This design comes from an exercise in tuning for small area, a short achievable clock period and few clock cycles on the open sky130 flow, not from production work. In this exercise RTL edits were held to simulation tests only and were not proved equivalent to the original. Power and IR drop assume default switching activity.

## design/flow/run.sh

```bash
#!/bin/bash
# synth_recipe.tcl (not shown) runs the flow's synth.tcl, then flattens the netlist and writes it again
# the make line also repeats each setting of config.mk as NAME=value (left out here)
make -C /OpenROAD-flow-scripts/flow DESIGN_CONFIG=/design/flow/config.mk WORK_HOME=/design/flow/orfs CLKGATE_MAP_FILE= SYNTH_SCRIPT=/design/flow/synth_recipe.tcl finish
```

## design/flow/config.mk

```make
export PLATFORM = sky130hd
export DESIGN_NAME = axi_data_width_converter_top
export DESIGN_NICKNAME = axi_data_width_converter_top
export VERILOG_FILES = /design/flow/design.v
export SDC_FILE = /design/flow/constraint.sdc
export NUM_CORES = 4
export LEC_CHECK = 0
export CAP_MARGIN = 20
export CORE_MARGIN = 2
export CORE_UTILIZATION = 40
export SLEW_MARGIN = 20
```

## design/flow/constraint.sdc

```tcl
create_clock -name core_clock -period 4.0 [get_ports {aclk}]
set_input_delay 0.8000 -clock core_clock [delete_from_list [all_inputs] [get_ports {aclk}]]
set_output_delay 0.8000 -clock core_clock [all_outputs]
set_load 0.01 [all_outputs]
```

## design/flow/design.v

```verilog
module axi_data_width_downsizer #(
	parameter			DATA_WIDTH_FROM	= 64,
	parameter			DATA_WIDTH_TO	= 8,
	parameter	byte	TID_WIDTH		= 1,
	parameter	byte	TDEST_WIDTH		= 1,
	parameter	byte	TUSER_WIDTH		= 1,
	parameter	bit		TID_EN			= 0,
	parameter	bit		TDEST_EN		= 0,
	parameter	bit		TUSER_EN		= 0
)(
	input logic aclk,
	input logic areset_n,
	output	logic								s_axis_tready,
	input	logic								s_axis_tvalid,
	input	logic [DATA_WIDTH_FROM - 1:0]		s_axis_tdata,
	input	logic [DATA_WIDTH_FROM / 8 - 1:0]	s_axis_tkeep,
	input	logic								s_axis_tlast,
	input	logic [TID_WIDTH - 1:0]				s_axis_tid,
	input	logic [TDEST_WIDTH - 1:0]			s_axis_tdest,
	input	logic [TUSER_WIDTH - 1:0]			s_axis_tuser,
	input	logic								m_axis_tready,
	output	logic								m_axis_tvalid,
	output	logic [DATA_WIDTH_TO - 1:0]			m_axis_tdata,
	output	logic [DATA_WIDTH_TO / 8 - 1:0]		m_axis_tkeep,
	output	logic								m_axis_tlast,
	output	logic [TID_WIDTH - 1:0]				m_axis_tid,
	output	logic [TDEST_WIDTH - 1:0]			m_axis_tdest,
	output	logic [TUSER_WIDTH - 1:0]			m_axis_tuser
);
localparam	COUNT	= DATA_WIDTH_FROM / DATA_WIDTH_TO;
localparam	KW		= DATA_WIDTH_TO / 8;
localparam	IW		= (COUNT > 1) ? $clog2(COUNT) : 1;
logic								b_valid;
logic [IW - 1:0]					b_idx;		 
logic [DATA_WIDTH_FROM - 1:0]		b_data;
logic [DATA_WIDTH_FROM / 8 - 1:0]	b_keep;
logic								b_last;
logic								o_valid;
logic [DATA_WIDTH_TO - 1:0]			o_data;
logic [KW - 1:0]					o_keep;
logic								o_last;
logic								o_load;
logic [DATA_WIDTH_TO - 1:0]			b_chunk_data;
logic [KW - 1:0]					b_chunk_keep;
logic								b_end;
logic								b_chunk_last;
logic								s_end;
assign s_axis_tready = !b_valid;
assign m_axis_tvalid = o_valid;
assign m_axis_tdata  = o_data;
assign m_axis_tkeep  = o_keep;
assign m_axis_tlast  = o_last;
assign m_axis_tid    = '0;
assign m_axis_tdest  = '0;
assign m_axis_tuser  = '0;
assign o_load = !o_valid || m_axis_tready;
assign b_chunk_data = b_data[b_idx * DATA_WIDTH_TO +: DATA_WIDTH_TO];
assign b_chunk_keep = b_keep[b_idx * KW +: KW];
always_comb begin
	b_end = 1'b1;
	b_chunk_last = b_last;
	for (int j = 0; j < COUNT - 1; j++)
		if (b_idx == j) begin
			b_end = (b_keep[(j + 1) * KW +: KW] == '0);
			b_chunk_last = b_end;
		end
end
assign s_end = (COUNT == 1) || (s_axis_tkeep[KW +: KW] == '0);
always_ff @(posedge aclk) begin
	if (!areset_n) begin
		b_valid <= 1'b0;
		o_valid <= 1'b0;
	end else begin
		if (o_load) begin
			if (b_valid) begin
				o_valid <= 1'b1;
				if (b_end)
					b_valid <= 1'b0;
			end else begin
				o_valid <= s_axis_tvalid;
				b_valid <= s_axis_tvalid && !s_end;
			end
		end else if (!b_valid)
			b_valid <= s_axis_tvalid;
	end
end
always_ff @(posedge aclk) begin
	if (b_valid) begin
		if (o_load)
			b_idx <= b_idx + 1'b1;
	end else
		b_idx <= o_load ? IW'(1) : IW'(0);
end
always_ff @(posedge aclk) begin
	if (!b_valid) begin
		b_data <= s_axis_tdata;
		b_keep <= s_axis_tkeep;
		b_last <= s_axis_tlast;
	end
end
always_ff @(posedge aclk) begin
	if (o_load) begin
		if (b_valid) begin
			o_data <= b_chunk_data;
			o_keep <= b_chunk_keep;
			o_last <= b_chunk_last;
		end else begin
			o_data <= s_axis_tdata[DATA_WIDTH_TO - 1:0];
			o_keep <= s_axis_tkeep[KW - 1:0];
			o_last <= s_end ? (COUNT == 1 ? s_axis_tlast : 1'b1) : 1'b0;
		end
	end
end
endmodule
module axi_data_width_converter_top #(
	parameter		SLAVE_DATA_WIDTH	= 256,
	parameter		MASTER_DATA_WIDTH	= 32,
	parameter byte	TID_WIDTH			= 1, 
	parameter byte	TDEST_WIDTH			= 1,
	parameter byte	TUSER_WIDTH			= 1,
	parameter bit	TID_EN				= 0,
	parameter bit	TDEST_EN			= 0,
	parameter bit	TUSER_EN			= 0
)(
	input logic aclk,
	input logic areset_n,
	output	logic								s_axis_tready,
	input	logic								s_axis_tvalid,
	input	logic [SLAVE_DATA_WIDTH - 1:0]		s_axis_tdata,
	input	logic [SLAVE_DATA_WIDTH / 8 - 1:0]	s_axis_tkeep,
	input	logic								s_axis_tlast,
	input	logic [TID_WIDTH - 1:0]				s_axis_tid,
	input	logic [TDEST_WIDTH - 1:0]			s_axis_tdest,
	input	logic [TUSER_WIDTH - 1:0]			s_axis_tuser,
	input	logic								m_axis_tready,
	output	logic								m_axis_tvalid,
	output	logic [MASTER_DATA_WIDTH - 1:0]		m_axis_tdata,
	output	logic [MASTER_DATA_WIDTH / 8 - 1:0]	m_axis_tkeep,
	output	logic								m_axis_tlast,
	output	logic [TID_WIDTH - 1:0]				m_axis_tid,
	output	logic [TDEST_WIDTH - 1:0]			m_axis_tdest,
	output	logic [TUSER_WIDTH - 1:0]			m_axis_tuser
);
axi_data_width_downsizer #(
		.DATA_WIDTH_FROM(SLAVE_DATA_WIDTH),
		.DATA_WIDTH_TO(MASTER_DATA_WIDTH),
		.TID_WIDTH(TID_WIDTH),
		.TDEST_WIDTH(TDEST_WIDTH),
		.TUSER_WIDTH(TUSER_WIDTH),
		.TID_EN(TID_EN),
		.TDEST_EN(TDEST_EN),
		.TUSER_EN(TUSER_EN)
	) downsizer(
		.aclk(aclk),
		.areset_n(areset_n),
		.s_axis_tid(s_axis_tid),
		.s_axis_tdest(s_axis_tdest),
		.s_axis_tuser(s_axis_tuser),
		.m_axis_tid(m_axis_tid),
		.m_axis_tdest(m_axis_tdest),
		.m_axis_tuser(m_axis_tuser),
		.s_axis_tready(s_axis_tready),
		.s_axis_tvalid(s_axis_tvalid),
		.s_axis_tkeep(s_axis_tkeep),
		.s_axis_tdata(s_axis_tdata),
		.s_axis_tlast(s_axis_tlast),
		.m_axis_tready(m_axis_tready),
		.m_axis_tvalid(m_axis_tvalid),
		.m_axis_tdata(m_axis_tdata),
		.m_axis_tkeep(m_axis_tkeep),
		.m_axis_tlast(m_axis_tlast)
	);
endmodule
```

==> results of run 1 <==
==> report_power, final <==
| group | internal (mW) | switching, mW |
|---|---|---|
| registers | 5.20 | 0.282 |
| logic | 1.63 | 1.65 |
| clock network | 1.92 | 1.29 |
==> Yosys cell counts <==
master     instances
a211o_1            1
a21boi_0           1
a21oi_1            3
a21oi_2            1
a221oi_2           1
a22o_1             2
a31oi_1           36
a41oi_1            1
and2_1             1
buf_1              4
buf_2              6
buf_4              6
buf_6              5
clkbuf_1          15
conb_1             1
dfxtp_1            2
edfxtp_1         329
ha_1               5
inv_1              4
mux4_1             1
mux4_2            71
nand2_1           72
nand2b_1           2
nand3b_1           1
nor2_1            42
nor2b_1            3
nor4_1             4
nor4bb_1           1
o211ai_1           1
o21ai_0            1
o2bb2ai_1          1
o32a_1             1
o41ai_1            2
or2_1              1
or2_2              1
or4_1              2
or4_4              1
==> area by class of cell <==
| type | instances | area (um^2) | area share |
|---|---|---|---|
| clock inverter | 15 | 161 | 0.00916 |
| inverter | 4 | 18.8 | 0.00106 |
| sequential | 331 | 9920 | 0.563 |
| antenna | 3 | 7.51 | 0.000426 |
| timing repair buffer | 343 | 3430 | 0.195 |
| tap | 402 | 503 | 0.0285 |
| multi-input combinational | 263 | 2600 | 0.148 |
| clock buffer | 48 | 977 | 0.0554 |
==> metal layers <==
layer  GRT usage  up-vias  share of wire
met4      0.0500        0          0.021
met5           0        -              0
met1       0.215     3525           0.39
met2       0.297      299           0.49
met3      0.0694       45          0.099
li1            -     3254              -
==> per-stage QoR <==
step | instances | total power [mW] | setup WS (ps)
6_report | 1409 | 12.0 | 1240
5_1_grt | 1408 | 12.6 | 1120
3_5_place_dp | 1343 | 8.92 | 1350
3_3_place_gp | 1343 | 8.88 | 1320
4_1_cts | 1406 | 12.2 | 1180
2_1_floorplan | 634 | 7.79 | -1650
==> registers in the layout (all words and copies together), names as in the netlist <==
name,flops
downsizer.o_keep,4
downsizer.o_valid,1
downsizer.o_last,1
downsizer.b_idx,3
downsizer.o_data,32
downsizer.b_last,1
downsizer.b_data,256
downsizer.b_keep,32
downsizer.b_valid,1
==> worst paths after layout <==
| path | from | endpoint | slack (ps) |
|---|---|---|---|
| worst max-delay path | downsizer.b_valid | s_axis_tready | 1240 |
| worst min register to register | downsizer.b_last | downsizer.o_last | 780 |
| worst max register to register | downsizer.b_valid | downsizer.b_keep[19] | 1790 |
| worst min-delay path | downsizer.b_last | downsizer.o_last | 780 |
==> layout by cell type (no fill, tap or decap), types with 2 or more instances in the layout <==
master / count
a21oi_1: 3
a22o_1: 2
a31oi_1: 36
buf_12: 2
buf_4: 10
bufinv_16: 3
clkbuf_1: 10
clkbuf_16: 37
clkdlybuf4s50_1: 331
clkinv_1: 4
clkinv_2: 4
clkinvlp_4: 2
conb_1: 3
diode_2: 3
edfxtp_1: 329
ha_1: 5
inv_1: 2
inv_6: 2
mux4_2: 71
nand2_1: 72
nor2_1: 42
nor2b_1: 3
nor4_1: 4
o41ai_1: 2
or4_1: 2
==> cell families after synthesis <==
| kind of cell | synth area share |
|---|---|
| muxes | 0.128 |
| DFF | 0.779 |
| AOI/OAI and AO/OA | 0.0279 |
| and+or+nand+nor | 0.0429 |
| buffers and inverters | 0.0171 |
| other | 0.000295 |
| adders and majority gates | 0.00491 |
==> worst min-delay path, delay by kind of cell (launching register included) <==
family	cells	cell delay, ps
compound gates	2	290
flops	1	330
simple gates	1	50
==> results.sh, run 1 <==
export IMPL_cp_cell_sequence="clkinvlp_4, clkdlybuf4s50_1"
export IMPL_end_kind="primary output"
export IMPL_fmax_ghz=0.363
export IMPL_grt_max_degree=194
export IMPL_cts_hold_buf=0
export IMPL_syn_area_mm2=0.0127
export IMPL_core_rowCount=65
export IMPL_placed_cell_area_mm2=0.0165
export IMPL_start_util=0.404
export IMPL_clockBufferDepth=3
export IMPL_p_leak_nw=6.18
export IMPL_maxSlewHeadroom=0.291
export IMPL_yosysWarningCount=1
export IMPL_die_area_mm2=0.0333
export IMPL_maxCapViolCount=0
export IMPL_antenna_found_initial=3
export IMPL_io_pin_count=338
export IMPL_yosys_area_top_type="edfxtp_1"
export IMPL_drive_above_1_share=0.139
export IMPL_vias=7123
export IMPL_clk_pin_slew_worst_paths_ps=60
export IMPL_arrival_ps=1960
export IMPL_worstSetupPathType="reg -> out"
export IMPL_whs_path_depth=3
export IMPL_grt_pass1_vias=7658
export IMPL_yosysSeqAreaShare=0.779
export IMPL_cts_tree="yes"
export IMPL_cpPeakStageDelay_ps=670
export IMPL_numCtsBuffers=36
export IMPL_fin_crit_ps=2760
export IMPL_wl_um=29700
export IMPL_numPortBuffers=331
export IMPL_num_fill_cells=2438
export IMPL_cp_top_family="buffers and inverters"
export IMPL_hold_path_class="reg -> reg"
export IMPL_synth_top_area_frac=0.776
export IMPL_status="no timing/DRC/antenna violations"
export IMPL_rr_worst_depth=3
export IMPL_clk_latency_ps=510
export IMPL_cts_sinks=331
export IMPL_worst_path_max_fanout=19
export IMPL_htreeDepth=2
export IMPL_syn_inst=632
export IMPL_fin_util=0.560
export IMPL_drt_iter0_markers=393
export IMPL_hold_viol=0
export IMPL_die_h_um=182
export IMPL_post_route_period_util=0.689
export IMPL_hpwl_um=20100
export IMPL_synth_area_leaders="edfxtp_1 78%, mux4_2 13%, nand2_1 2.1%"
export IMPL_ir_drop_v=0.000424
export IMPL_die_w_um=182
export IMPL_ant_nets=0
export IMPL_setup_viol=0
export IMPL_cts_setup_buffers=0
export IMPL_required_ps=3200
export IMPL_place_congestion=0.735
export IMPL_grt_first_pass_wirelength_um=44000
export IMPL_slew_viol_final=0
export IMPL_cp_num_buf_inv=2
export IMPL_track_usage=0.177
export IMPL_fin_skew_ps=15.6
export IMPL_fin_tns_setup_ps=0
export IMPL_cp_depth=2
export IMPL_grt_ovfl_total=0
export IMPL_drc_errors=0
export IMPL_cts_resized=0
export IMPL_via_per_inst=5.06
export IMPL_worst_slew_pin_slew_ps=1060
export IMPL_slowest_stage="clkdlybuf4s50_1"
export IMPL_ys_ff_latch=331
export IMPL_cts_root_buf="clkbuf_16"
export IMPL_hold_slack_ps=782
export IMPL_nNetsFinal=1280
export IMPL_coreArea_mm2=0.0315
export IMPL_synth_cell_types=37
export IMPL_final_area_mm2=0.0176
export IMPL_area_growth_pct=38.4
export IMPL_grt_setup_unrepaired="no"
export IMPL_dr_pass1_iters=5
export IMPL_postSynthAreaPerCell_um2=20.1
export IMPL_power_density_mw_per_mm2=679
export IMPL_critPathLaunchType="flip-flop"
export IMPL_wl_per_cell_um=21.1
Testbench counts, summed over its fixed seeds: cycles 18,458.
==> run 2, diff against run 1 <==
--- a/design/flow/design.v
+++ b/design/flow/design.v
@@ -29,67 +29,93 @@
 );
 localparam	COUNT	= DATA_WIDTH_FROM / DATA_WIDTH_TO;
 localparam	KW		= DATA_WIDTH_TO / 8;
-localparam	IW		= (COUNT > 1) ? $clog2(COUNT) : 1;
 logic								b_valid;
-logic [IW - 1:0]					b_idx;		 
+logic [COUNT - 1:0]					b_sel;
 logic [DATA_WIDTH_FROM - 1:0]		b_data;
 logic [DATA_WIDTH_FROM / 8 - 1:0]	b_keep;
 logic								b_last;
-logic								o_valid;
+logic								s_ready_q;	 
+logic								o_empty;	 
+logic								o_valid_q;	 
 logic [DATA_WIDTH_TO - 1:0]			o_data;
 logic [KW - 1:0]					o_keep;
 logic								o_last;
 logic								o_load;
-logic [DATA_WIDTH_TO - 1:0]			b_chunk_data;
-logic [KW - 1:0]					b_chunk_keep;
+logic [COUNT - 1:0]					chunk_end;	 
+logic [COUNT - 1:0]					chunk_last;	 
 logic								b_end;
-logic								b_chunk_last;
 logic								s_end;
-assign s_axis_tready = !b_valid;
-assign m_axis_tvalid = o_valid;
+logic [DATA_WIDTH_TO - 1:0]			n_data;
+logic [KW - 1:0]					n_keep;
+logic								n_last;
+logic								b_valid_n;
+logic								o_valid_n;
+logic [COUNT - 1:0]					b_sel_n;
+assign s_axis_tready = s_ready_q;
+assign m_axis_tvalid = o_valid_q;
 assign m_axis_tdata  = o_data;
 assign m_axis_tkeep  = o_keep;
 assign m_axis_tlast  = o_last;
 assign m_axis_tid    = '0;
 assign m_axis_tdest  = '0;
 assign m_axis_tuser  = '0;
-assign o_load = !o_valid || m_axis_tready;
-assign b_chunk_data = b_data[b_idx * DATA_WIDTH_TO +: DATA_WIDTH_TO];
-assign b_chunk_keep = b_keep[b_idx * KW +: KW];
+assign o_load = o_empty || m_axis_tready;
 always_comb begin
-	b_end = 1'b1;
-	b_chunk_last = b_last;
-	for (int j = 0; j < COUNT - 1; j++)
-		if (b_idx == j) begin
-			b_end = (b_keep[(j + 1) * KW +: KW] == '0);
-			b_chunk_last = b_end;
+	for (int j = 0; j < COUNT - 1; j++) begin
+		chunk_end[j]  = (b_keep[(j + 1) * KW +: KW] == '0);
+		chunk_last[j] = chunk_end[j];
+	end
+	chunk_end[COUNT - 1]  = 1'b1;
+	chunk_last[COUNT - 1] = b_last;
+end
+assign b_end = |(b_sel & chunk_end);
+assign s_end = (COUNT == 1) || (s_axis_tkeep[KW +: KW] == '0);
+always_comb begin
+	n_data = b_valid ? '0 : s_axis_tdata[DATA_WIDTH_TO - 1:0];
+	n_keep = b_valid ? '0 : s_axis_tkeep[KW - 1:0];
+	n_last = b_valid ? |(b_sel & chunk_last) : (COUNT == 1 ? s_axis_tlast : s_end);
+	for (int j = 0; j < COUNT; j++) begin
+		n_data = n_data | ({DATA_WIDTH_TO{b_sel[j]}} & b_data[j * DATA_WIDTH_TO +: DATA_WIDTH_TO]);
+		n_keep = n_keep | ({KW{b_sel[j]}} & b_keep[j * KW +: KW]);
+	end
+end
+always_comb begin
+	if (b_valid) begin
+		o_valid_n = 1'b1;
+		if (o_load) begin
+			b_valid_n = !b_end;
+			b_sel_n = b_end ? '0 : (b_sel << 1);
+		end else begin
+			b_valid_n = 1'b1;
+			b_sel_n = b_sel;
 		end
-end
-assign s_end = (COUNT == 1) || (s_axis_tkeep[KW +: KW] == '0);
-always_ff @(posedge aclk) begin
-	if (!areset_n) begin
-		b_valid <= 1'b0;
-		o_valid <= 1'b0;
 	end else begin
+		o_valid_n = s_axis_tvalid;
 		if (o_load) begin
-			if (b_valid) begin
-				o_valid <= 1'b1;
-				if (b_end)
-					b_valid <= 1'b0;
-			end else begin
-				o_valid <= s_axis_tvalid;
-				b_valid <= s_axis_tvalid && !s_end;
-			end
-		end else if (!b_valid)
-			b_valid <= s_axis_tvalid;
+			b_valid_n = s_axis_tvalid && !s_end;
+			b_sel_n = (s_axis_tvalid && !s_end) ? COUNT'(2) : '0;
+		end else begin
+			b_valid_n = s_axis_tvalid;
+			b_sel_n = s_axis_tvalid ? COUNT'(1) : '0;
+		end
 	end
 end
 always_ff @(posedge aclk) begin
-	if (b_valid) begin
-		if (o_load)
-			b_idx <= b_idx + 1'b1;
-	end else
-		b_idx <= o_load ? IW'(1) : IW'(0);
+	if (!areset_n) begin
+		b_valid   <= 1'b0;
+		s_ready_q <= 1'b1;
+		b_sel     <= '0;
+		o_empty   <= 1'b1;
+		o_valid_q <= 1'b0;
+	end else begin
+		b_valid   <= b_valid_n;
+		s_ready_q <= !b_valid_n;
+		b_sel     <= b_sel_n;
+		if (o_load) begin
+			o_empty   <= !o_valid_n;
+			o_valid_q <= o_valid_n;
+		end
+	end
 end
 always_ff @(posedge aclk) begin
 	if (!b_valid) begin
@@ -100,15 +126,9 @@
 end
 always_ff @(posedge aclk) begin
 	if (o_load) begin
-		if (b_valid) begin
-			o_data <= b_chunk_data;
-			o_keep <= b_chunk_keep;
-			o_last <= b_chunk_last;
-		end else begin
-			o_data <= s_axis_tdata[DATA_WIDTH_TO - 1:0];
-			o_keep <= s_axis_tkeep[KW - 1:0];
-			o_last <= s_end ? (COUNT == 1 ? s_axis_tlast : 1'b1) : 1'b0;
-		end
+		o_data <= n_data;
+		o_keep <= n_keep;
+		o_last <= n_last;
 	end
 end
 endmodule
--- a/design/flow/config.mk
+++ b/design/flow/config.mk
@@ -8,4 +8,5 @@
 export CAP_MARGIN = 20
 export CORE_MARGIN = 2
 export CORE_UTILIZATION = 40
+export SETUP_SLACK_MARGIN = 2.5
 export SLEW_MARGIN = 20
==> run 2 against run 1 <==
Still clean on timing, DRC and antenna. Clock-buffer cell count grew 3. Final area shrank 0.58%. Sequential share of layout area grew 1.1 points. Largest power group unchanged. Highest routed layer is now met5.
==> results.sh, run 2 <==
export IMPL_cts_root_buf="clkbuf_16"
export IMPL_slowest_stage="edfxtp_1"
export IMPL_clockBufferDepth=3
export IMPL_largest_reg_flops=256
export IMPL_maxCapViolCount=0
export IMPL_fin_skew_ps=20.3
export IMPL_cp_num_buf_inv=1
export IMPL_grt_max_degree=62
export IMPL_fin_cells=1412
export IMPL_final_area_mm2=0.0175
export IMPL_mostFrequentLayoutCell="edfxtp_1"
export IMPL_cts_tree="yes"
export IMPL_syn_area_mm2=0.0120
export IMPL_synth_commonest_cells="326 x edfxtp_1, 42 x a22o_1, 39 x nand3_1, 37 x a22oi_1"
export IMPL_end_kind="primary output"
export IMPL_p_leak_nw=6.27
export IMPL_synth_cell_types=32
export IMPL_cts_hold_buf=0
export IMPL_nNetsFinal=1289
export IMPL_synth_ff_type="edfxtp_1"
export IMPL_cts_sinks=338
export IMPL_antenna_found_initial=3
export IMPL_fin_crit_ps=1840
export IMPL_grt_setup_unrepaired="yes"
export IMPL_track_usage=0.219
export IMPL_numPortBuffers=331
export IMPL_clk_latency_ps=510
export IMPL_via_per_inst=5.46
export IMPL_setup_slack_ps=2160
export IMPL_numCtsBuffers=37
export IMPL_hpwl_um=20600
export IMPL_synth_area_leaders="edfxtp_1 82%, a22o_1 3.1%, a222oi_1 3.0%"
export IMPL_die_w_um=177
export IMPL_synth_edff_count=326
export IMPL_place_congestion=0.767
export IMPL_postSynthAreaPerCell_um2=19.7
export IMPL_drc_errors=0
export IMPL_final_cell_mix="326 x edfxtp_1, 284 x clkdlybuf4s50_1, 42 x a22o_1"
export IMPL_core_rowCount=63
export IMPL_cp_top_family="flip-flops"
export IMPL_wl_per_cell_um=25.5
export IMPL_async_reset_ff_frac=0
export IMPL_setup_viol=0
export IMPL_cpPeakStageDelay_ps=360
export IMPL_clk_pin_slew_worst_paths_ps=60
export IMPL_placed_cell_area_mm2=0.0158
export IMPL_synth_top_area_frac=0.819
export IMPL_syn_inst=608
export IMPL_slew_viol_final=0
export IMPL_drive_above_1_share=0.178
export IMPL_htreeDepth=2
export IMPL_arrival_ps=1040
export IMPL_yosysMostFrequentCell="edfxtp_1"
export IMPL_drt_iter0_markers=855
export IMPL_fin_tns_setup_ps=0
export IMPL_die_h_um=177
export IMPL_io_pin_count=338
export IMPL_fmax_ghz=0.544
export IMPL_top_register="downsizer.b_data"
export IMPL_yosysWarningCount=1
export IMPL_dr_pass1_iters=5
export IMPL_placed_cells=1302
export IMPL_area_growth_pct=46.5
export IMPL_hold_slack_ps=477
export IMPL_power_density_mw_per_mm2=476
export IMPL_critPathLaunchType="flip-flop"
export IMPL_yosys_area_top_type="edfxtp_1"
export IMPL_die_area_mm2=0.0313
export IMPL_pre_cts_ws_ps=1280
export IMPL_hold_viol=0
export IMPL_worst_path_max_fanout=1
export IMPL_grt_first_pass_wirelength_um=49300
export IMPL_hold_path_class="in -> reg"
export IMPL_top_regs="downsizer.b_data: 256 flops, downsizer.b_keep: 32 flops, downsizer.o_data: 32 flops"
export IMPL_start_util=0.405
export IMPL_ys_ff_latch=338
export IMPL_post_route_period_util=0.459
export IMPL_yosysSeqAreaShare=0.839
export IMPL_grt_pass1_vias=7695
export IMPL_wl_um=35900
export IMPL_ir_drop_v=0.000270
export IMPL_ant_nets=0
export IMPL_required_ps=3200
export IMPL_status="no timing/DRC/antenna violations"
export IMPL_cp_cell_sequence="buf_2"
export IMPL_coreArea_mm2=0.0296
export IMPL_vias=7703
export IMPL_worstSetupPathType="reg -> out"
export IMPL_grt_ovfl_total=0
run 2: changes by cell type in the layout (fill, tap and decap cells not counted), moves of 32 or more:
cell,previous run,this run
a221oi_1,0,32
a222oi_1,0,36
a22o_1,2,42
a31oi_1,36,1
buf_2,0,36
clkdlybuf4s50_1,331,284
mux4_2,71,0
nand2_1,72,9
nand3_1,0,37
nor2_1,42,2
run 2: final timing paths:
kind                                            from             endpoint  slack [ps]  cells past startpoint
worst max register to register  downsizer.b_keep[16]     downsizer.o_last        2460                      5
worst min-delay path                 s_axis_tkeep[6]  downsizer.b_keep[6]         480                      1
worst min register to register   downsizer.o_valid_q  downsizer.o_valid_q         480                      2
worst max-delay path            downsizer.o_data[25]     m_axis_tdata[25]        2160                      1
run 2: kinds of logic after synthesis:
family | Yosys count | synth area share
simple gates | 68 | 0.0302
buf+inv | 42 | 0.0150
other cells | 1 | 0.000314
compound gates | 159 | 0.116
flops | 338 | 0.839
run 2: final cells by class:
class	instances	area, um^2
fillers	2287	12000
flip-flops and latches	338	10100
repair buffers	381	3830
multi-input cells	230	1890
clock buffers	51	1020
well taps	390	488
clock inverters	15	149
repair inverters	3	38.8
inverters	2	37.5
diodes	2	5.00
run 2: per-stage QoR:
| step | util | total power, mW |
|---|---|---|
| after floorplan | - | 4.58 |
| after global placement | 0.533 | 5.06 |
| after detailed placement | 0.533 | 5.08 |
| after CTS | 0.582 | 8.38 |
| after global routing | 0.593 | 8.61 |
| final | 0.593 | 8.33 |
run 2: power by group:
group	total [mW]	switching (mW)	internal, mW
registers	4.32	0.0970	4.22
logic	0.727	0.312	0.415
clock network	3.29	1.31	1.98
total	8.33	1.72	6.62
run 2: timing repair:
| action | CTS | global route |
|---|---|---|
| setup buffers | 20 | 15 |
| setup endpoints to repair | 413 | 89 |
| pin swaps | 11 | 19 |
| gates cloned | 4 | 3 |
| gates resized for setup | 208 | 29 |
| endpoints found under the hold margin | 0 | 0 |
run 2: routing by layer:
layer	vias up	wire length [um]	global-route usage
li1	3417	-	-
met1	3834	14000	0.276
met2	377	18200	0.383
met3	73	2620	0.0449
met4	2	1120	0.0620
met5	-	14	0
Testbench counts of run 2, summed over its fixed seeds: cycles 18,458.
==> run 3, diff against run 2 <==
--- a/design/flow/config.mk
+++ b/design/flow/config.mk
@@ -8,5 +8,4 @@
 export CAP_MARGIN = 20
 export CORE_MARGIN = 2
 export CORE_UTILIZATION = 40
-export SETUP_SLACK_MARGIN = 2.5
 export SLEW_MARGIN = 20
==> run 3 against run 2 <==
Clock-buffer cell count shrank 4. Maximum frequency down 19%. Clock skew shrank 9.5 ps. Still clean. Sequential share of layout area is 2.3 points higher. Non-clock buffer count fell by 38. Sequential power about the same. Largest cell class unchanged. Worst setup slack got worse by 420 ps. Cell count is 3.1% lower. Core utilization decreased by 2.4 points. Power shrank 3.2%.
==> results.sh, run 3 <==
export IMPL_hold_viol=0
export IMPL_die_h_um=177
export IMPL_grt_ovfl_total=0
export IMPL_grt_pass1_vias=7645
export IMPL_cts_tree="yes"
export IMPL_yosysWarningCount=1
export IMPL_io_pin_count=338
export IMPL_fin_util=0.568
export IMPL_cts_setup_buffers=0
export IMPL_htreeDepth=2
export IMPL_power_density_mw_per_mm2=480
export IMPL_fmax_ghz=0.443
export IMPL_cts_resized=0
export IMPL_synth_commonest_cells="326 x edfxtp_1, 42 x a22o_1, 39 x nand3_1, 37 x a22oi_1"
export IMPL_die_area_mm2=0.0313
export IMPL_wl_met2_um=15600
export IMPL_core_rowCount=63
export IMPL_clk_latency_ps=500
export IMPL_synth_top_area_frac=0.819
export IMPL_rr_startpoint="downsizer.b_valid"
export IMPL_die_w_um=177
export IMPL_fin_skew_ps=10.8
export IMPL_worstSetupPathType="reg -> reg"
export IMPL_track_usage=0.194
export IMPL_end_kind="flip-flop"
export IMPL_yosysSeqAreaShare=0.839
export IMPL_dr_wl_met3_um=2590
export IMPL_grt_max_degree=155
export IMPL_drt_iter0_markers=633
export IMPL_cts_root_buf="clkbuf_16"
export IMPL_worst_hold_startpoint="downsizer.o_valid_q"
export IMPL_met1_length_um=12000
export IMPL_place_congestion=0.754
export IMPL_cts_sinks=338
export IMPL_synth_cell_types=32
export IMPL_vias=7381
export IMPL_fin_tns_setup_ps=0
export IMPL_status="no timing/DRC/antenna violations"
export IMPL_start_util=0.405
export IMPL_final_cell_mix="331 x clkdlybuf4s50_1, 326 x edfxtp_1, 42 x a22o_1"
export IMPL_hpwl_um=20100
export IMPL_via_per_inst=5.40
export IMPL_num_fill_cells=2329
export IMPL_coreArea_mm2=0.0296
export IMPL_top_regs="downsizer.b_data: 256 flops, downsizer.b_keep: 32 flops, downsizer.o_data: 32 flops"
export IMPL_postSynthAreaPerCell_um2=19.7
export IMPL_grt_setup_unrepaired="no"
export IMPL_yosysMostFrequentCell="edfxtp_1"
export IMPL_top_layer_used="met5"
export IMPL_mostFrequentLayoutCell="clkdlybuf4s50_1"
export IMPL_dr_pass1_iters=5
export IMPL_fin_crit_ps=2260
export IMPL_p_leak_nw=5.82
export IMPL_placed_cell_area_mm2=0.0157
export IMPL_numPortBuffers=331
export IMPL_numCtsBuffers=36
export IMPL_clk_pin_slew_worst_paths_ps=60
export IMPL_synth_edff_count=326
export IMPL_clockBufferDepth=3
export IMPL_yosys_area_top_type="edfxtp_1"
export IMPL_worst_slew_pin_slew_ps=1080
export IMPL_cts_hold_buf=0
export IMPL_antenna_found_initial=6
export IMPL_syn_area_mm2=0.0120
export IMPL_post_route_period_util=0.564
export IMPL_critPathLaunchType="flip-flop"
export IMPL_top_register="downsizer.b_data"
export IMPL_worst_path_max_fanout=154
export IMPL_maxCapViolCount=0
export IMPL_async_reset_ff_frac=0
export IMPL_setup_viol=0
export IMPL_drive_above_1_share=0.0698
export IMPL_ys_ff_latch=338
export IMPL_slew_viol_final=0
export IMPL_area_growth_pct=40.5
export IMPL_hold_path_class="reg -> reg"
export IMPL_maxSlewHeadroom=0.277
export IMPL_syn_inst=608
export IMPL_grt_first_pass_wirelength_um=44800
export IMPL_ant_nets=0
export IMPL_crit_start="downsizer.b_valid"
export IMPL_nNetsFinal=1247
export IMPL_final_area_mm2=0.0168
export IMPL_required_ps=4230
export IMPL_drc_errors=0
export IMPL_wl_per_cell_um=22.7
export IMPL_synth_ff_type="edfxtp_1"
export IMPL_synth_area_leaders="edfxtp_1 82%, a22o_1 3.1%, a222oi_1 3.0%"
export IMPL_wl_um=31100
export IMPL_arrival_ps=2490
export IMPL_largest_reg_flops=256
export IMPL_ir_drop_v=0.000246
[run 3: changes by cell type in the layout (fill, tap and decap cells not counted), sizes merged, moves of 3 or more]
cell / before / now
clkbuf: 53 / 47
clkdlybuf4s50: 284 / 331
buf: 88 / 12
dlygate4sd2: 3 / 0
bufbuf: 3 / 0
[run 3: area by class of cell]
type	count	area [um^2]	area share
sequential	338	10000	0.598
antenna	4	10.0	0.000596
inverter	2	15.0	0.000894
timing repair buffer	343	3420	0.203
tap	390	488	0.0290
multi-input combinational	230	1760	0.105
clock inverter	14	109	0.00648
clock buffer	47	963	0.0573
[run 3: path summary, 6_finish.rpt]
path | endpoint | depth (start not counted) | slack (ps)
hold / removal | downsizer.o_valid_q | 2 | 490
hold reg to reg | downsizer.o_valid_q | 2 | 490
setup reg to reg | downsizer.o_data[13] | 4 | 1740
setup / recovery | downsizer.o_data[13] | 4 | 1740
[run 3: per-stage QoR]
| stage | power (mW) | instances | setup WS, ps | hold slack (ps) |
|---|---|---|---|---|
| 2_1_floorplan | 4.58 | 610 | 810 | 505 |
| 3_3_place_gp | 5.05 | 1303 | 1310 | 480 |
| 3_5_place_dp | 5.07 | 1303 | 1320 | 484 |
| 4_1_cts | 8.15 | 1364 | 1710 | 494 |
| 5_1_grt | 8.35 | 1368 | 1530 | 535 |
| 6_report | 8.07 | 1368 | 1740 | 489 |
[run 3: kinds of logic after synthesis]
| group | after synthesis | synth area share |
|---|---|---|
| DFF | 338 | 0.839 |
| AOI/OAI and AO/OA | 159 | 0.116 |
| and+or+nand+nor | 68 | 0.0302 |
| buffers and inverters | 42 | 0.0150 |
| other | 1 | 0.000314 |
[run 3: metal layers]
layer,GRT usage,vias up
met5,0,-
met4,0.0716,4
met3,0.0526,61
met2,0.333,331
met1,0.234,3664
li1,-,3321
[run 3: worst max-delay path, cell delays in order (launching register included)]
cell     delay [ps]
dfxtp_1         710
inv_8           470
buf_12          390
a22oi_1         200
nand3_1         100
[run 3: report_power, final]
group          switching (mW)  internal, mW  leakage [nW]  total, mW
combinational           0.264         0.400          1.89      0.664
sequential             0.0958          4.23          3.41       4.32
clock                    1.27          1.81         0.522       3.08
total                    1.63          6.44          5.82       8.07
==> run 4, diff against run 3 <==
--- a/design/flow/config.mk
+++ b/design/flow/config.mk
@@ -8,4 +8,7 @@
 export CAP_MARGIN = 20
 export CORE_MARGIN = 2
 export CORE_UTILIZATION = 40
+export CTS_CLUSTER_DIAMETER = 100
+export CTS_CLUSTER_SIZE = 30
+export SETUP_SLACK_MARGIN = 2.5
 export SLEW_MARGIN = 20
==> run 4 against run 3 <==
Still clean on timing, DRC and antenna. Die area unchanged. Global-route usage increased by 2.2 points. Worst setup slack improved by 390 ps. Sequential power about the same. Final area increased by 1.8%. Combinational power increased by 13%. Clock skew increased by 21 ps. Non-clock buffer count increased by 47. Sequential cell count unchanged. Critical endpoint is now m_axis_tdata[21]. Highest routed layer unchanged.
==> results.sh, run 4 <==
export IMPL_grt_setup_unrepaired="yes"
export IMPL_drc_errors=0
export IMPL_clockBufferDepth=3
export IMPL_grt_max_degree=62
export IMPL_start_util=0.405
export IMPL_hpwl_um=20600
export IMPL_fin_tns_setup_ps=0
export IMPL_async_reset_ff_frac=0
export IMPL_p_sw_mw=1.49
export IMPL_clkPwrFrac=0.262
export IMPL_numPortBuffers=331
export IMPL_grt_ovfl_total=0
export IMPL_internal_power_mw=5.37
export IMPL_netSwitchingFraction=0.217
export IMPL_mostFrequentLayoutCell="edfxtp_1"
export IMPL_largest_reg_flops=256
export IMPL_ys_ff_latch=338
export IMPL_crit_start="downsizer.o_data[21]"
export IMPL_synth_area_leaders="edfxtp_1 82%, a22o_1 3.1%, a222oi_1 3.0%"
export IMPL_core_rowCount=63
export IMPL_via_per_inst=5.52
export IMPL_required_ps=3200
export IMPL_cts_sinks=338
export IMPL_numCtsBuffers=15
export IMPL_syn_area_mm2=0.0120
export IMPL_power_density_mw_per_mm2=401
export IMPL_status="no timing/DRC/antenna violations"
export IMPL_cpPeakStageDelay_ps=390
export IMPL_rrSetupSlack_ps=2380
export IMPL_nNetsFinal=1276
export IMPL_cts_root_buf="clkbuf_16"
export IMPL_place_congestion=0.767
export IMPL_clk_pin_slew_worst_paths_ps=110
export IMPL_fin_util=0.579
export IMPL_final_cell_mix="326 x edfxtp_1, 284 x clkdlybuf4s50_1, 42 x a22o_1"
export IMPL_wl_um=35900
export IMPL_wl_per_cell_um=26.0
export IMPL_fmax_ghz=0.534
export IMPL_rr_worst_depth=5
export IMPL_top_register="downsizer.b_data"
export IMPL_yosysMostFrequentCell="edfxtp_1"
export IMPL_dr_pass1_iters=8
export IMPL_p_leak_nw=6.05
export IMPL_vias=7613
export IMPL_grt_pass1_vias=7482
export IMPL_yosysSeqAreaShare=0.839
export IMPL_synth_edff_count=326
export IMPL_cp_depth=1
export IMPL_track_usage=0.215
export IMPL_setup_viol=0
export IMPL_hold_viol=0
export IMPL_maxCapViolCount=0
export IMPL_critPathLaunchType="flip-flop"
export IMPL_drive_above_1_share=0.194
export IMPL_coreArea_mm2=0.0296
export IMPL_drt_iter0_markers=884
export IMPL_synth_commonest_cells="326 x edfxtp_1, 42 x a22o_1, 39 x nand3_1, 37 x a22oi_1"
export IMPL_antenna_found_initial=3
export IMPL_worst_path_max_fanout=1
export IMPL_die_area_mm2=0.0313
export IMPL_die_h_um=177
export IMPL_seqPwrFrac=0.630
export IMPL_top_regs="downsizer.b_data: 256 flops, downsizer.b_keep: 32 flops, downsizer.o_data: 32 flops"
export IMPL_postSynthAreaPerCell_um2=19.7
export IMPL_htreeDepth=1
export IMPL_yosys_area_top_type="edfxtp_1"
export IMPL_cp_num_buf_inv=1
export IMPL_cp_top_family="flip-flops"
export IMPL_synth_top_area_frac=0.819
export IMPL_clk_latency_ps=520
export IMPL_slowest_stage="edfxtp_1"
export IMPL_cp_endpoint="m_axis_tdata[21]"
export IMPL_fin_skew_ps=32.2
export IMPL_rr_startpoint="downsizer.b_keep[16]"
export IMPL_fin_crit_ps=1870
export IMPL_hold_path_class="in -> reg"
export IMPL_grt_first_pass_wirelength_um=48500
export IMPL_cp_cell_sequence="buf_2"
export IMPL_num_fill_cells=2296
export IMPL_r2r_end="downsizer.o_last"
export IMPL_ir_drop_v=0.000296
export IMPL_cts_tree="yes"
export IMPL_post_route_period_util=0.468
export IMPL_synth_ff_type="edfxtp_1"
export IMPL_yosysWarningCount=1
export IMPL_slew_viol_final=0
export IMPL_synth_cell_types=32
export IMPL_worstSetupPathType="reg -> out"
export IMPL_ant_nets=0
export IMPL_comb_power_share=0.109
export IMPL_syn_inst=608
export IMPL_end_kind="primary output"
export IMPL_io_pin_count=338
export IMPL_area_growth_pct=43.1
export IMPL_arrival_ps=1070
export IMPL_die_w_um=177
run 4: metal layers:
layer | up-vias | global-route usage | wire length, um
met5 | - | 0 | 13
li1 | 3369 | - | -
met2 | 330 | 0.374 | 18200
met4 | 2 | 0.0592 | 1060
met3 | 50 | 0.0391 | 2790
met1 | 3862 | 0.278 | 13800
run 4: area by class of cell:
| type | count | area [um^2] | share of cell area |
|---|---|---|---|
| repair inverters | 3 | 38.8 | 0.00227 |
| flip-flops and latches | 338 | 10100 | 0.588 |
| clock buffers | 22 | 402 | 0.0235 |
| inverters | 2 | 37.5 | 0.00219 |
| repair buffers | 390 | 3970 | 0.232 |
| well taps | 390 | 488 | 0.0285 |
| diodes | 2 | 5.00 | 0.000293 |
| multi-input cells | 230 | 2070 | 0.121 |
| clock inverters | 3 | 33.8 | 0.00197 |
run 4: kinds of logic (layout without fill, tap and decap cells):
kind of cell / after synthesis / count (layout) / share of synthesized area
and+or+nand+nor: 68 / 68 / 0.0302
DFF: 338 / 338 / 0.839
AOI/OAI and AO/OA: 159 / 159 / 0.116
buffers and inverters: 42 / 420 / 0.0150
other: 1 / 5 / 0.000314
run 4: per-stage QoR:
| step | std cells | setup WS [ps] | hold WS, ps | total power, mW | cell area, um^2 |
|---|---|---|---|---|---|
| global route | 1379 | 2060 | 456 | 7.11 | 17100 |
| global placement | 1302 | 1310 | 471 | 5.06 | 15800 |
| floorplan | 610 | 1750 | 505 | 4.58 | 12100 |
| CTS | 1354 | 2090 | 478 | 6.87 | 16600 |
| finish | 1380 | 2130 | 477 | 6.86 | 17100 |
| detailed placement | 1302 | 1280 | 464 | 5.08 | 15800 |
run 4: worst min-delay path by stage:
stage                             start                   to  slack, ps  depth (start not counted)
floorplan           downsizer.o_valid_q  downsizer.o_valid_q        500                          2
global placement    downsizer.o_valid_q  downsizer.o_valid_q        470                          2
detailed placement  downsizer.o_valid_q  downsizer.o_valid_q        460                          2
CTS                     s_axis_tkeep[7]  downsizer.b_keep[7]        480                          1
global route            s_axis_tkeep[6]  downsizer.b_keep[6]        460                          1
finish                  s_axis_tkeep[6]  downsizer.b_keep[6]        480                          1
run 4: repair_timing:
item,in CTS,in global routing
setup endpoints to repair,413,81
hold buffers,0,0
pin swaps,10,33
setup buffers,22,18
gates cloned,5,6
gates resized for setup,227,53
run 4: power groups by stage:
stage / clock [mW] / combinational (mW) / sequential, mW
after floorplan: 0 / 0.188 / 4.39
final: 1.79 / 0.747 / 4.32
after CTS: 1.86 / 0.697 / 4.31
after global placement: 0 / 0.668 / 4.40
after global routing: 1.97 / 0.795 / 4.35
after detailed placement: 0 / 0.675 / 4.41
==> run 5, diff against run 4 <==
==> design/flow/flow/run.sh (new file) <==
#!/bin/bash
# Standard layout, with the port buffers made from the smallest plain buffer.
set -euo pipefail
export BUFFER_PORTS_ARGS="-buffer_cell sky130_fd_sc_hd__buf_1"
bash standard.sh > standard.log 2>&1
==> design/flow/standard.sh (new file) <==
#!/bin/bash
# synth_recipe.tcl (not shown) runs the flow's synth.tcl, then flattens the netlist and writes it again
# the make line also repeats each setting of config.mk as NAME=value (left out here)
make -C /OpenROAD-flow-scripts/flow DESIGN_CONFIG=/design/flow/config.mk WORK_HOME=/design/flow/orfs CLKGATE_MAP_FILE= SYNTH_SCRIPT=/design/flow/synth_recipe.tcl "${@:-finish}"
--- a/design/flow/config.mk
+++ b/design/flow/config.mk
@@ -8,7 +8,5 @@
 export CAP_MARGIN = 20
 export CORE_MARGIN = 2
 export CORE_UTILIZATION = 40
-export CTS_CLUSTER_DIAMETER = 100
-export CTS_CLUSTER_SIZE = 30
 export SETUP_SLACK_MARGIN = 2.5
 export SLEW_MARGIN = 20
removed: design/flow/run.sh
==> run 5 against run 4 <==
Area after synthesis unchanged. Wire length decreased by 4.5%. Synthesized cell count unchanged. Critical path depth unchanged. Maximum frequency increased by 0.68%. Worst setup slack improved by 13 ps. Clock power increased by 82%. Power increased by 18%. Via count increased by 1.1%. Die area unchanged. Register-to-register slack improved by 70 ps. Critical path type unchanged. Highest routed layer is now met4.
==> results.sh, run 5 <==
export IMPL_htreeDepth=2
export IMPL_cp_top_family="flip-flops"
export IMPL_die_h_um=177
export IMPL_power_total_mw=8.11
export IMPL_hpwl_um=19500
export IMPL_fin_skew_ps=12.7
export IMPL_crit_start="downsizer.o_data[18]"
export IMPL_clk_pin_slew_worst_paths_ps=60
export IMPL_io_pin_count=338
export IMPL_numCtsBuffers=38
export IMPL_fin_crit_ps=1860
export IMPL_hold_viol=0
export IMPL_nNetsFinal=1294
export IMPL_grt_max_degree=59
export IMPL_mostFrequentLayoutCell="edfxtp_1"
export IMPL_worstSetupPathType="reg -> out"
export IMPL_slowest_stage="edfxtp_1"
export IMPL_drc_errors=0
export IMPL_antenna_found_initial=2
export IMPL_wl_um=34300
export IMPL_fin_tns_setup_ps=0
export IMPL_rr_worst_depth=5
export IMPL_synth_area_leaders="edfxtp_1 82%, a22o_1 3.1%, a222oi_1 3.0%"
export IMPL_critPathLaunchType="flip-flop"
export IMPL_clockBufferDepth=3
export IMPL_clk_latency_ps=510
export IMPL_via_per_inst=5.42
export IMPL_cp_cell_sequence="buf_6"
export IMPL_setup_viol=0
export IMPL_synth_commonest_cells="326 x edfxtp_1, 42 x a22o_1, 39 x nand3_1, 37 x a22oi_1"
export IMPL_ant_nets=0
export IMPL_vias=7694
export IMPL_slew_viol_final=0
export IMPL_syn_inst=608
export IMPL_synth_ff_type="edfxtp_1"
export IMPL_hold_path_class="in -> reg"
export IMPL_place_congestion=0.807
export IMPL_fin_util=0.539
export IMPL_yosysSeqAreaShare=0.839
export IMPL_track_usage=0.210
export IMPL_async_reset_ff_frac=0
export IMPL_ys_ff_latch=338
export IMPL_cts_hold_buf=0
export IMPL_core_rowCount=63
export IMPL_arrival_ps=1060
export IMPL_p_leak_nw=5.54
export IMPL_die_w_um=177
export IMPL_largest_reg_flops=256
export IMPL_worst_slew_pin_slew_ps=518
export IMPL_grt_pass1_vias=7686
export IMPL_worst_path_max_fanout=1
export IMPL_cpPeakStageDelay_ps=400
export IMPL_coreArea_mm2=0.0296
export IMPL_yosys_area_top_type="edfxtp_1"
export IMPL_cp_depth=1
export IMPL_grt_ovfl_total=0
export IMPL_status="no timing/DRC/antenna violations"
export IMPL_wl_per_cell_um=24.2
export IMPL_ir_drop_v=0.000338
export IMPL_post_route_period_util=0.465
export IMPL_end_kind="primary output"
export IMPL_drive_above_1_share=0.202
export IMPL_die_area_mm2=0.0313
export IMPL_required_ps=3200
export IMPL_cp_num_buf_inv=1
export IMPL_rrSetupSlack_ps=2450
export IMPL_cts_tree="yes"
export IMPL_grt_setup_unrepaired="yes"
export IMPL_placed_cells=1302
export IMPL_cts_sinks=338
export IMPL_numPortBuffers=331
export IMPL_grt_first_pass_wirelength_um=47500
export IMPL_power_density_mw_per_mm2=510
export IMPL_fmax_ghz=0.538
export IMPL_dr_pass1_iters=8
export IMPL_maxCapViolCount=0
export IMPL_hold_slack_ps=454
export IMPL_start_util=0.405
export IMPL_top_regs="downsizer.b_data: 256 flops, downsizer.b_keep: 32 flops, downsizer.o_data: 32 flops"
export IMPL_worst_hold_startpoint="s_axis_tdata[59]"
export IMPL_synth_cell_types=32
export IMPL_r2r_end="downsizer.o_last"
export IMPL_yosysMostFrequentCell="edfxtp_1"
export IMPL_synth_top_area_frac=0.819
export IMPL_final_cell_mix="326 x edfxtp_1, 294 x buf_1, 42 x a22o_1"
export IMPL_yosysWarningCount=1
export IMPL_syn_area_mm2=0.0120
export IMPL_maxSlewHeadroom=0.655
export IMPL_synth_edff_count=326
export IMPL_drt_iter0_markers=809
export IMPL_postSynthAreaPerCell_um2=19.7
export IMPL_fin_cells=1419
export IMPL_area_growth_pct=33.1
export IMPL_rr_startpoint="downsizer.b_keep[17]"
export IMPL_cp_endpoint="m_axis_tdata[18]"
export IMPL_cts_root_buf="clkbuf_16"
export IMPL_top_register="downsizer.b_data"
run 5: cell count changes in the layout (fill, tap and decap cells not counted), sizes merged, moves of 2 or more:
cell	delta
clkbuf	+39
clkdlybuf4s50	-284
clkinv	+13
buf	+272
inv	-2
dlygate4sd2	-2
bufinv	+2
run 5: cells by family after synthesis:
kind of cell	synth area share
flops	0.839
buf+inv	0.0150
simple gates	0.0302
compound gates	0.116
other cells	0.000314
run 5: report_power, final:
group          internal (mW)  switching (mW)  leakage, nW
registers               4.22           0.109         3.41
logic                  0.231           0.304         1.56
clock network           1.92            1.32        0.564
total                   6.38            1.74         5.54
run 5: stage by stage:
stage	worst slack, ps	area (um^2)
after floorplan	1750	12100
after global placement	1560	13700
after detailed placement	1580	13700
after CTS	2120	15500
after global routing	2100	15900
final	2140	15900
run 5: repair_timing:
action | 4_1_cts | 5_1_grt
setup endpoints to repair | 315 | 130
pin swaps | 7 | 19
cloned | 4 | 3
gates resized for setup | 74 | 54
buffers inserted | 23 | 16
run 5: final cells by class:
class | count | area, um^2
well taps | 390 | 488
fillers | 2383 | 13600
flip-flops and latches | 338 | 10100
inverters | 2 | 37.5
diodes | 3 | 7.51
multi-input cells | 230 | 2060
repair inverters | 3 | 35.0
repair buffers | 385 | 2070
clock inverters | 17 | 139
clock buffers | 51 | 1020
run 5: worst min path at each step:
stage / slack [ps] / depth (start not counted) / to
after detailed placement: 470 / 2 / downsizer.o_valid_q
after global placement: 470 / 2 / downsizer.o_valid_q
after floorplan: 500 / 2 / downsizer.o_valid_q
after CTS: 430 / 1 / downsizer.b_data[209]
final: 450 / 1 / downsizer.b_data[59]
after global routing: 430 / 1 / downsizer.b_data[83]
run 5: routing by layer:
metal,share of wire,global-route usage
met5,0,0
met1,0.40,0.271
met4,0.034,0.0747
met3,0.076,0.0434
met2,0.49,0.353
==> run 6, diff against run 5 <==
--- a/design/flow/design.v
+++ b/design/flow/design.v
@@ -35,6 +35,8 @@
 logic [DATA_WIDTH_FROM / 8 - 1:0]	b_keep;
 logic								b_last;
 logic								s_ready_q;	 
+logic								b_load;		 
+logic								b_hold;		 
 logic								o_empty;	 
 logic								o_valid_q;	 
 logic [DATA_WIDTH_TO - 1:0]			o_data;
@@ -51,6 +53,8 @@
 logic								b_valid_n;
 logic								o_valid_n;
 logic [COUNT - 1:0]					b_sel_n;
+logic								g_in;
+logic [COUNT - 1:0]					g_sel;
 assign s_axis_tready = s_ready_q;
 assign m_axis_tvalid = o_valid_q;
 assign m_axis_tdata  = o_data;
@@ -70,13 +74,15 @@
 end
 assign b_end = |(b_sel & chunk_end);
 assign s_end = (COUNT == 1) || (s_axis_tkeep[KW +: KW] == '0);
+assign g_in  = o_load && b_load;
+assign g_sel = o_load ? b_sel : '0;
 always_comb begin
-	n_data = b_valid ? '0 : s_axis_tdata[DATA_WIDTH_TO - 1:0];
-	n_keep = b_valid ? '0 : s_axis_tkeep[KW - 1:0];
-	n_last = b_valid ? |(b_sel & chunk_last) : (COUNT == 1 ? s_axis_tlast : s_end);
+	n_data = {DATA_WIDTH_TO{g_in}} & s_axis_tdata[DATA_WIDTH_TO - 1:0];
+	n_keep = {KW{g_in}} & s_axis_tkeep[KW - 1:0];
+	n_last = (g_in & (COUNT == 1 ? s_axis_tlast : s_end)) | |(g_sel & chunk_last);
 	for (int j = 0; j < COUNT; j++) begin
-		n_data = n_data | ({DATA_WIDTH_TO{b_sel[j]}} & b_data[j * DATA_WIDTH_TO +: DATA_WIDTH_TO]);
-		n_keep = n_keep | ({KW{b_sel[j]}} & b_keep[j * KW +: KW]);
+		n_data = n_data | ({DATA_WIDTH_TO{g_sel[j]}} & b_data[j * DATA_WIDTH_TO +: DATA_WIDTH_TO]);
+		n_keep = n_keep | ({KW{g_sel[j]}} & b_keep[j * KW +: KW]);
 	end
 end
 always_comb begin
@@ -104,12 +110,16 @@
 	if (!areset_n) begin
 		b_valid   <= 1'b0;
 		s_ready_q <= 1'b1;
+		b_load    <= 1'b1;
+		b_hold    <= 1'b0;
 		b_sel     <= '0;
 		o_empty   <= 1'b1;
 		o_valid_q <= 1'b0;
 	end else begin
 		b_valid   <= b_valid_n;
 		s_ready_q <= !b_valid_n;
+		b_load    <= !b_valid_n;
+		b_hold    <= b_valid_n;
 		b_sel     <= b_sel_n;
 		if (o_load) begin
 			o_empty   <= !o_valid_n;
@@ -118,18 +128,14 @@
 	end
 end
 always_ff @(posedge aclk) begin
-	if (!b_valid) begin
-		b_data <= s_axis_tdata;
-		b_keep <= s_axis_tkeep;
-		b_last <= s_axis_tlast;
-	end
+	b_data <= ({DATA_WIDTH_FROM{b_load}} & s_axis_tdata) | ({DATA_WIDTH_FROM{b_hold}} & b_data);
+	b_keep <= ({DATA_WIDTH_FROM / 8{b_load}} & s_axis_tkeep) | ({DATA_WIDTH_FROM / 8{b_hold}} & b_keep);
+	b_last <= (b_load & s_axis_tlast) | (b_hold & b_last);
 end
 always_ff @(posedge aclk) begin
-	if (o_load) begin
-		o_data <= n_data;
-		o_keep <= n_keep;
-		o_last <= n_last;
-	end
+	o_data <= n_data | ({DATA_WIDTH_TO{!o_load}} & o_data);
+	o_keep <= n_keep | ({KW{!o_load}} & o_keep);
+	o_last <= n_last | (!o_load & o_last);
 end
 endmodule
 module axi_data_width_converter_top #(
==> run 6 against run 5 <==
Wire length is 22% higher. Die area decreased by 1.2%. First-iteration DRC count rose by 1.1%. Largest power group unchanged. Synthesized cell count increased by 65%. Final area fell by 2.4%. Clock-buffer cell count grew 5. Area after synthesis fell by 1.2%. Worst setup slack improved by 91 ps. Cell count up 21%. Power up 1.5%. Still clean.
==> results.sh, run 6 <==
export IMPL_area_growth_pct=31.4
export IMPL_power_density_mw_per_mm2=530
export IMPL_die_h_um=176
export IMPL_fin_tns_setup_ps=0
export IMPL_r2r_end="downsizer.o_data[26]"
export IMPL_yosys_area_top_type="dfxtp_1"
export IMPL_via_per_inst=5.96
export IMPL_grt_pass1_vias=10300
export IMPL_cp_depth=1
export IMPL_grt_max_degree=82
export IMPL_wl_um=41900
export IMPL_critPathLaunchType="flip-flop"
export IMPL_cts_sinks=338
export IMPL_fin_skew_ps=10.0
export IMPL_final_area_mm2=0.0155
export IMPL_cp_top_family="flip-flops"
export IMPL_yosysMostFrequentCell="dfxtp_1"
export IMPL_nNetsFinal=1605
export IMPL_yosysSeqAreaShare=0.573
export IMPL_track_usage=0.256
export IMPL_async_reset_ff_frac=0
export IMPL_crit_start="downsizer.s_ready_q"
export IMPL_drive_above_1_share=0.174
export IMPL_grt_first_pass_wirelength_um=61200
export IMPL_core_rowCount=62
export IMPL_synth_top_area_frac=0.573
export IMPL_placed_cell_area_mm2=0.0133
export IMPL_cp_cell_sequence="buf_6"
export IMPL_maxCapViolCount=0
export IMPL_synth_commonest_cells="338 x dfxtp_1, 325 x a22o_1, 53 x clkbuf_1, 44 x buf_2, 41 x nor2_1"
export IMPL_end_kind="primary output"
export IMPL_fin_crit_ps=1770
export IMPL_coreArea_mm2=0.0289
export IMPL_synth_area_leaders="dfxtp_1 57%, a22o_1 24%, a222oi_1 3.0%"
export IMPL_die_area_mm2=0.0309
export IMPL_post_route_period_util=0.442
export IMPL_largest_reg_flops=256
export IMPL_rr_worst_depth=4
export IMPL_drt_iter0_markers=818
export IMPL_cp_endpoint="s_axis_tready"
export IMPL_ant_nets=0
export IMPL_cts_tree="yes"
export IMPL_cts_root_buf="clkbuf_16"
export IMPL_top_regs="downsizer.b_data: 256 flops, downsizer.b_keep: 32 flops, downsizer.o_data: 32 flops"
export IMPL_wl_per_cell_um=24.3
export IMPL_slew_viol_final=0
export IMPL_clockBufferDepth=3
export IMPL_rrSetupSlack_ps=2470
export IMPL_rr_startpoint="downsizer.s_ready_q"
export IMPL_ys_ff_latch=338
export IMPL_cpPeakStageDelay_ps=350
export IMPL_setup_slack_ps=2230
export IMPL_yosysWarningCount=1
export IMPL_syn_inst=1003
export IMPL_clk_pin_slew_worst_paths_ps=60
export IMPL_status="no timing/DRC/antenna violations"
export IMPL_synth_ff_type="dfxtp_1"
export IMPL_hpwl_um=22100
export IMPL_postSynthAreaPerCell_um2=11.8
export IMPL_dr_pass1_iters=8
export IMPL_fmax_ghz=0.565
export IMPL_final_cell_mix="325 x a22o_1, 292 x buf_1, 288 x dfxtp_1"
export IMPL_syn_area_mm2=0.0118
export IMPL_drc_errors=0
export IMPL_io_pin_count=338
export IMPL_synth_edff_count=0
export IMPL_ir_drop_v=0.000343
export IMPL_cp_num_buf_inv=1
export IMPL_required_ps=3200
export IMPL_pre_cts_ws_ps=1660
export IMPL_numPortBuffers=331
export IMPL_place_congestion=0.757
export IMPL_synth_cell_types=29
export IMPL_p_leak_nw=5.94
export IMPL_arrival_ps=970
export IMPL_htreeDepth=2
export IMPL_setup_viol=0
export IMPL_antenna_found_initial=1
export IMPL_grt_setup_unrepaired="yes"
export IMPL_die_w_um=176
export IMPL_clk_latency_ps=500
export IMPL_grt_ovfl_total=0
export IMPL_slowest_stage="dfxtp_4"
export IMPL_worstSetupPathType="reg -> out"
export IMPL_hold_path_class="reg -> reg"
export IMPL_start_util=0.409
export IMPL_hold_viol=0
export IMPL_mostFrequentLayoutCell="a22o_1"
export IMPL_worst_path_max_fanout=2
export IMPL_numCtsBuffers=36
export IMPL_top_register="downsizer.b_data"
export IMPL_vias=10300
-- run 6: repair_timing --
item | CTS | global route
resized for setup | 146 | 14
pin swaps | 6 | 15
setup buffers | 21 | 7
cloned | 8 | 2
setup endpoints to repair | 313 | 149
hold buffers | 0 | 0
-- run 6: metrics by stage --
stage / hold slack, ps / power (mW) / instances / utilization
finish: 469 / 8.23 / 1721 / 0.538
detailed placement: 453 / 4.87 / 1617 / 0.462
CTS: 472 / 8.26 / 1709 / 0.532
floorplan: 439 / 4.56 / 1005 / -
global placement: 452 / 4.86 / 1617 / 0.462
global route: 482 / 8.57 / 1718 / 0.538
-- run 6: kinds of logic after synthesis --
kind of cell,synth area share
muxes,0.000953
other,0.000317
and+or+nand+nor,0.0251
AOI/OAI and AO/OA,0.359
buffers and inverters,0.0418
DFF,0.573
-- run 6: worst min path at each step --
stage | start | slack [ps] | to | depth (start not counted)
6_report | downsizer.b_data[22] | 470 | downsizer.b_data[22] | 1
5_1_grt | downsizer.b_data[147] | 480 | downsizer.b_data[147] | 1
4_1_cts | downsizer.b_data[86] | 470 | downsizer.b_data[86] | 1
3_5_place_dp | downsizer.b_keep[1] | 450 | downsizer.b_keep[1] | 1
3_3_place_gp | downsizer.b_data[58] | 450 | downsizer.b_data[58] | 1
2_1_floorplan | downsizer.b_data[100] | 440 | downsizer.b_data[100] | 1
-- run 6: power breakdown --
group	switching, mW	internal (mW)	leakage [nW]	total [mW]
Combinational	0.456	0.570	2.52	1.03
Clock	1.30	1.88	0.566	3.18
Sequential	0.256	3.77	2.86	4.02
-- run 6: final cells by class --
class	instances	area, um^2
Fill cell	2561	13300
Timing Repair Buffer	378	2290
Clock inverter	7	35.0
Multi-Input combinational cell	555	4770
Antenna cell	3	7.51
Clock buffer	56	1100
Tap cell	384	480
Sequential cell	338	6850
-- run 6: routing by layer --
| layer | wire length [um] | global-route usage | part of all wire |
|---|---|---|---|
| met1 | 17800 | 0.340 | 0.42 |
| met2 | 19700 | 0.414 | 0.47 |
| met5 | 16 | 0 | 0.00038 |
| met3 | 3490 | 0.0613 | 0.083 |
| met4 | 845 | 0.0751 | 0.020 |
Testbench counts of run 6, summed over its fixed seeds: cycles 18,458.
==> run 7, diff against run 6 <==
--- a/design/flow/config.mk
+++ b/design/flow/config.mk
@@ -8,5 +8,5 @@
 export CAP_MARGIN = 20
 export CORE_MARGIN = 2
 export CORE_UTILIZATION = 40
-export SETUP_SLACK_MARGIN = 2.5
+export SETUP_SLACK_MARGIN = 2.2
 export SLEW_MARGIN = 20
==> run 7 against run 6 <==
Power down 2.9%. First-iteration DRC count down 0.12%. Non-clock buffer count down 24. Sequential share of layout area up 2.6 points. Register-to-register slack worse by 130 ps. Via count down 3.3%. Hold slack worse by 2.4 ps. Final area down 5.8%. Cell count down 1.5%.
==> results.sh, run 7 <==
export IMPL_status="no timing/DRC/antenna violations"
export IMPL_start_util=0.409
export IMPL_yosysSeqAreaShare=0.573
export IMPL_core_rowCount=62
export IMPL_io_pin_count=338
export IMPL_synth_cell_types=29
export IMPL_slew_viol_final=0
export IMPL_hpwl_um=23000
export IMPL_worst_slew_pin_slew_ps=652
export IMPL_final_area_mm2=0.0146
export IMPL_maxCapViolCount=0
export IMPL_p_leak_nw=5.59
export IMPL_syn_inst=1003
export IMPL_ant_nets=0
export IMPL_via_per_inst=5.85
export IMPL_setup_viol=0
export IMPL_maxSlewHeadroom=0.566
export IMPL_worst_hold_startpoint="downsizer.o_valid_q"
export IMPL_power_density_mw_per_mm2=546
export IMPL_grt_ovfl_total=0
export IMPL_vias=9914
export IMPL_arrival_ps=2170
export IMPL_antenna_found_initial=4
export IMPL_drt_iter0_markers=817
export IMPL_rrSetupSlack_ps=2340
export IMPL_postSynthAreaPerCell_um2=11.8
export IMPL_yosys_area_top_type="dfxtp_1"
export IMPL_fin_crit_ps=1770
export IMPL_fmax_ghz=0.564
export IMPL_hold_path_class="reg -> reg"
export IMPL_synth_top_area_frac=0.573
export IMPL_numCtsBuffers=37
export IMPL_async_reset_ff_frac=0
export IMPL_yosysWarningCount=1
export IMPL_synth_commonest_cells="338 x dfxtp_1, 325 x a22o_1, 53 x clkbuf_1, 44 x buf_2, 41 x nor2_1"
export IMPL_num_fill_cells=2681
export IMPL_nNetsFinal=1581
export IMPL_cts_tree="yes"
export IMPL_grt_max_degree=99
export IMPL_cts_sinks=338
export IMPL_mostFrequentLayoutCell="a22o_1"
export IMPL_ir_drop_v=0.000253
export IMPL_hold_viol=0
export IMPL_dr_pass1_iters=7
export IMPL_fin_tns_setup_ps=0
export IMPL_area_growth_pct=23.8
export IMPL_cpPeakStageDelay_ps=400
export IMPL_synth_edff_count=0
export IMPL_top_regs="downsizer.b_data: 256 flops, downsizer.b_keep: 32 flops, downsizer.o_data: 32 flops"
export IMPL_grt_first_pass_wirelength_um=56600
export IMPL_rr_startpoint="downsizer.o_empty"
export IMPL_grt_pass1_vias=9830
export IMPL_yosysMostFrequentCell="dfxtp_1"
export IMPL_worst_path_max_fanout=43
export IMPL_wl_um=37800
export IMPL_htreeDepth=2
export IMPL_placed_cell_area_mm2=0.0132
export IMPL_place_congestion=0.780
export IMPL_wl_per_cell_um=22.3
export IMPL_required_ps=4390
export IMPL_final_cell_mix="325 x a22o_1, 293 x dfxtp_1, 292 x buf_1"
export IMPL_cp_cell_sequence="buf_1, or2_4, buf_6, nand3_1, o2111a_1"
export IMPL_end_kind="flip-flop"
export IMPL_clk_pin_slew_worst_paths_ps=60
export IMPL_worstSetupPathType="in -> reg"
export IMPL_synth_area_leaders="dfxtp_1 57%, a22o_1 24%, a222oi_1 3.0%"
export IMPL_largest_reg_flops=256
export IMPL_hold_end="downsizer.o_valid_q"
export IMPL_critPathLaunchType="primary input"
export IMPL_post_route_period_util=0.443
export IMPL_top_register="downsizer.b_data"
export IMPL_drive_above_1_share=0.128
export IMPL_drc_errors=0
export IMPL_cts_root_buf="clkbuf_16"
export IMPL_cts_hold_buf=0
export IMPL_clk_latency_ps=500
export IMPL_clockBufferDepth=3
export IMPL_r2r_end="downsizer.b_valid"
export IMPL_die_w_um=176
export IMPL_die_area_mm2=0.0309
export IMPL_slowest_stage="buf_6"
export IMPL_fin_skew_ps=11.0
export IMPL_ys_ff_latch=338
export IMPL_rr_worst_depth=4
export IMPL_fin_util=0.507
export IMPL_power_total_mw=8.00
export IMPL_grt_setup_unrepaired="yes"
export IMPL_die_h_um=176
export IMPL_syn_area_mm2=0.0118
export IMPL_numPortBuffers=331
export IMPL_whs_path_depth=2
export IMPL_coreArea_mm2=0.0289
export IMPL_synth_ff_type="dfxtp_1"
export IMPL_track_usage=0.232
[run 7: changes by cell type in the layout (fill, tap and decap cells not counted), moves of 6 or more]
cell	before	now
buf_6	47	15
buf_2	0	22
a41oi_1	25	36
a41oi_2	11	0
nor2_1	35	41
nor2_2	6	0
[run 7: logic make-up after synthesis]
| logic type | synth area share |
|---|---|
| compound gates | 0.359 |
| flops | 0.573 |
| mux | 0.000953 |
| buf+inv | 0.0418 |
| simple gates | 0.0251 |
| other cells | 0.000317 |
[run 7: what timing repair did]
item,CTS,global route
setup endpoints to repair,150,35
setup buffers,5,1
pin swaps,0,2
resized for setup,74,27
gates cloned,0,1
[run 7: worst max-delay path by stage]
| stage | startpoint | to | slack [ps] | cells past startpoint |
|---|---|---|---|---|
| after floorplan | s_axis_tkeep[7] | downsizer.b_sel[1] | 2220 | 4 |
| after global placement | m_axis_tready | downsizer.b_valid | 1410 | 5 |
| after detailed placement | m_axis_tready | downsizer.b_valid | 1350 | 5 |
| after CTS | downsizer.s_ready_q | s_axis_tready | 2180 | 1 |
| after global routing | m_axis_tready | downsizer.b_valid | 2160 | 5 |
| final | m_axis_tready | downsizer.b_valid | 2230 | 5 |
[run 7: final cells by class]
| type | count | area, um^2 | share of cell area |
|---|---|---|---|
| Antenna cell | 3 | 7.51 | 0.000513 |
| Clock buffer | 55 | 1050 | 0.0720 |
| Clock inverter | 8 | 37.5 | 0.00256 |
| Multi-Input combinational cell | 554 | 4570 | 0.312 |
| Sequential cell | 338 | 6840 | 0.467 |
| Tap cell | 384 | 480 | 0.0328 |
| Timing Repair Buffer | 354 | 1640 | 0.112 |
[run 7: where the power goes]
group,internal [mW],switching [mW]
logic,0.462,0.404
registers,3.77,0.243
clock network,1.81,1.31
total,6.04,1.96
[run 7: stage by stage]
step | cells | hold WS, ps | worst slack [ps]
3_5_place_dp | 1623 | 453 | 1350
6_report | 1696 | 467 | 2230
4_1_cts | 1691 | 472 | 2180
2_1_floorplan | 1005 | 439 | 2220
5_1_grt | 1695 | 482 | 2160
3_3_place_gp | 1623 | 452 | 1410
[run 7: critical path: cells and delay by family]
family	cells	cell delay (ps)
buffers and inverters	2	630
AO/OA/AOI/OAI	1	180
AND/OR/NAND/NOR	2	530
[run 7: routing by layer]
metal  track usage  wire (um)
met1         0.310      16500
met3        0.0558       3100
met5             0         13
met4        0.0696        809
met2         0.374      17400

Check on run 7: ideal ports give 2.227 ns setup slack; a clkbuf_16 on the clock port and buf_2 on the inputs give 2.186 ns; moving port delays by the midpoint clock arrival (0.546 ns) as well gives 1.696 ns.
